This design comes from an exercise in tuning for small area on the open sky130 flow, not from production work.
In this exercise RTL edits were held to simulation tests only and were not proved equivalent to the original.
No activity file was given, so power comes from the tool's default toggle rates.

## esaxi
module esaxi ( 
   wr_access, wr_packet, rd_access, rd_packet, rr_wait, s_axi_arready,
   s_axi_awready, s_axi_bid, s_axi_bresp, s_axi_bvalid, s_axi_rid,
   s_axi_rdata, s_axi_rlast, s_axi_rresp, s_axi_rvalid, s_axi_wready,
   wr_wait, rd_wait, rr_access, rr_packet, s_axi_aclk, s_axi_aresetn,
   s_axi_arid, s_axi_araddr, s_axi_arburst, s_axi_arcache,
   s_axi_arlock, s_axi_arlen, s_axi_arprot, s_axi_arqos, s_axi_arsize,
   s_axi_arvalid, s_axi_awid, s_axi_awaddr, s_axi_awburst,
   s_axi_awcache, s_axi_awlock, s_axi_awlen, s_axi_awprot,
   s_axi_awqos, s_axi_awsize, s_axi_awvalid, s_axi_bready,
   s_axi_rready, s_axi_wid, s_axi_wdata, s_axi_wlast, s_axi_wstrb,
   s_axi_wvalid
   );
==> flow/config.mk <==
export PLATFORM = sky130hd
export DESIGN_NAME = esaxi
export DESIGN_NICKNAME = esaxi
export VERILOG_FILES = /design/flow/design.v
export SDC_FILE = /design/flow/constraint.sdc
export NUM_CORES = 4
export LEC_CHECK = 0
export CAP_MARGIN = 20
export CORE_MARGIN = 2
export CORE_UTILIZATION = 40
export SLEW_MARGIN = 20
==> flow/constraint.sdc <==
create_clock -name core_clock -period 10.0 [get_ports {s_axi_aclk}]
set_input_delay 2.0000 -clock core_clock [delete_from_list [all_inputs] [get_ports {s_axi_aclk}]]
set_output_delay 2.0000 -clock core_clock [all_outputs]
set_load 0.01 [all_outputs]
standard.sh (not shown) runs the stock make flow with config.mk's settings and CLKGATE_MAP_FILE= SYNTH_SCRIPT=/design/flow/synth_recipe.tcl, a recipe that flattens the netlist after the stock synthesis.
==> flow/flow/run.sh <==
#!/bin/bash
# Standard ORFS layout (bash standard.sh) with three changes to how the layout is made:
#  - port buffers use the smallest buffer cell (buf_1) instead of the default choice;
#  - constant outputs keep the one tie cell per value that synthesis made
#    (no repair_tie_fanout);
#  - the clock tree uses clkbuf_4 buffers and no dummy loads.
set -euo pipefail
export BUFFER_PORTS_ARGS="-buffer_cell sky130_fd_sc_hd__buf_1"
export SKIP_REPAIR_TIE_FANOUT=1
export CTS_ARGS="-sink_clustering_enable -repair_clock_nets -buf_list sky130_fd_sc_hd__clkbuf_4 -dont_use_dummy_load"
bash standard.sh finish > standard_flow.log 2>&1
The baseline did not get past I/O pin placement with PPL-0024.
==> next run, changes <==
==> flow/flow/run.sh (replaced) <==
#!/bin/bash
# Standard ORFS layout (bash standard.sh) with three changes to how the layout is made:
#  - port buffers use the smallest buffer cell (buf_1) instead of the default choice;
#  - constant outputs share tie cells (at most TIE_FANOUT ports per tie cell);
#  - the clock tree uses clkbuf_4 buffers and no dummy loads.
set -euo pipefail
here=$(pwd)
export BUFFER_PORTS_ARGS="-buffer_cell sky130_fd_sc_hd__buf_1"
export SKIP_REPAIR_TIE_FANOUT=1
export POST_FLOORPLAN_TCL="$here/flow/ties.tcl"
export TIE_FANOUT=${TIE_FANOUT:-16}
export CTS_ARGS="-sink_clustering_enable -repair_clock_nets -buf_list sky130_fd_sc_hd__clkbuf_4 -dont_use_dummy_load"
bash standard.sh finish > standard_flow.log 2>&1
==> flow/flow/ties.tcl (new file) <==
# Run after floorplan with SKIP_REPAIR_TIE_FANOUT=1: split the single tie cells
# that synthesis made so that each drives at most TIE_FANOUT loads.
foreach tie_var {TIELO_CELL_AND_PORT TIEHI_CELL_AND_PORT} {
  set tie_cell_name [lindex $::env($tie_var) 0]
  set tie_lib_name [get_name [get_property [lindex [get_lib_cell $tie_cell_name] 0] library]]
  set tie_pin $tie_lib_name/$tie_cell_name/[lindex $::env($tie_var) 1]
  repair_tie_fanout -separation $::env(TIE_SEPARATION) -max_fanout $::env(TIE_FANOUT) $tie_pin
}
Settings changed: CORE_UTILIZATION 40 to 25.
- This time the run finished with timing, DRC and antenna clean
- area after synthesis stays the same
- synthesized cell count is unchanged
==> next run, changes <==
==> flow/flow/run.sh (replaced) <==
#!/bin/bash
# Standard ORFS layout (bash standard.sh) with three changes to how the layout is made:
#  - port buffers use the smallest buffer cell (buf_1) instead of the default choice;
#  - constant outputs keep the one tie cell per value that synthesis made
#    (no repair_tie_fanout);
#  - the clock tree uses clkbuf_4 buffers and no dummy loads.
set -euo pipefail
export BUFFER_PORTS_ARGS="-buffer_cell sky130_fd_sc_hd__buf_1"
export SKIP_REPAIR_TIE_FANOUT=1
export CTS_ARGS="-sink_clustering_enable -repair_clock_nets -buf_list sky130_fd_sc_hd__clkbuf_4 -dont_use_dummy_load"
bash standard.sh finish > standard_flow.log 2>&1
removed: flow/flow/ties.tcl
What happened: The new run produced a clean layout; via count goes down by 3.0%; combinational power rose by about 2%; power is about the same; final area is lower by 3.6%; wire length climbs by 4.8%; area after synthesis stays the same; cell count shrinks by 5.9%.
==> next run, changes <==
==> flow/flow/run.sh (replaced) <==
#!/bin/bash
# Standard ORFS layout (bash standard.sh) with three changes to how the layout is made:
#  - port buffers use the smallest buffer cell (buf_1) instead of the default choice;
#  - constant outputs share tie cells (at most TIE_FANOUT ports per tie cell);
#  - the clock tree uses clkbuf_4 buffers and no dummy loads.
set -euo pipefail
here=$(pwd)
export BUFFER_PORTS_ARGS="-buffer_cell sky130_fd_sc_hd__buf_1"
export SKIP_REPAIR_TIE_FANOUT=1
export POST_FLOORPLAN_TCL="$here/flow/ties.tcl"
export TIE_FANOUT=${TIE_FANOUT:-16}
export CTS_ARGS="-sink_clustering_enable -repair_clock_nets -buf_list sky130_fd_sc_hd__clkbuf_4 -dont_use_dummy_load"
bash standard.sh finish > standard_flow.log 2>&1
==> flow/flow/ties.tcl (new file) <==
# Run after floorplan with SKIP_REPAIR_TIE_FANOUT=1: split the single tie cells
# that synthesis made so that each drives at most TIE_FANOUT loads.
foreach tie_var {TIELO_CELL_AND_PORT TIEHI_CELL_AND_PORT} {
  set tie_cell_name [lindex $::env($tie_var) 0]
  set tie_lib_name [get_name [get_property [lindex [get_lib_cell $tie_cell_name] 0] library]]
  set tie_pin $tie_lib_name/$tie_cell_name/[lindex $::env($tie_var) 1]
  repair_tie_fanout -separation $::env(TIE_SEPARATION) -max_fanout $::env(TIE_FANOUT) $tie_pin
}
Settings changed: CORE_UTILIZATION 25 to 40.
After rerunning: With this change the flow aborted during I/O pin placement; synthesized area does not change; synthesized cell count is unchanged.

-- what the ideal ports hide --
No port has a modelled driver above. Below, the same layouts with a new extraction and two added sets of constraints.
Step 1, drivers: a clkbuf_16 drives s_axi_aclk and a buf_2 each remaining input, both assumed.
Step 2 also shifts input and output timing later by t, the mid clock arrival at the registers, as if the neighbouring blocks saw the same clock.
Three values: ideal ports, drivers, drivers and shift; two values: the first two.
| run | t (ns) | setup slack, ns | hold slack, ns | clock arrival spread, ns | worst slew at a driven data input, ns |
|---|---|---|---|---|---|
| the second run | 0.691 | 6.031 / 5.992 / 5.343 | 0.311 / 0.311 / 0.311 | 0.070 / 0.071 | 0.09 |
| the third run | 0.704 | 6.044 / 5.989 / 5.645 | 0.315 / 0.315 / 0.315 | 0.060 / 0.060 | 0.10 |
After both steps every run listed still meets setup and hold. The setup slack of the second run, which loses most, moves by -0.039 ns with the drivers and by -0.688 ns with both steps.
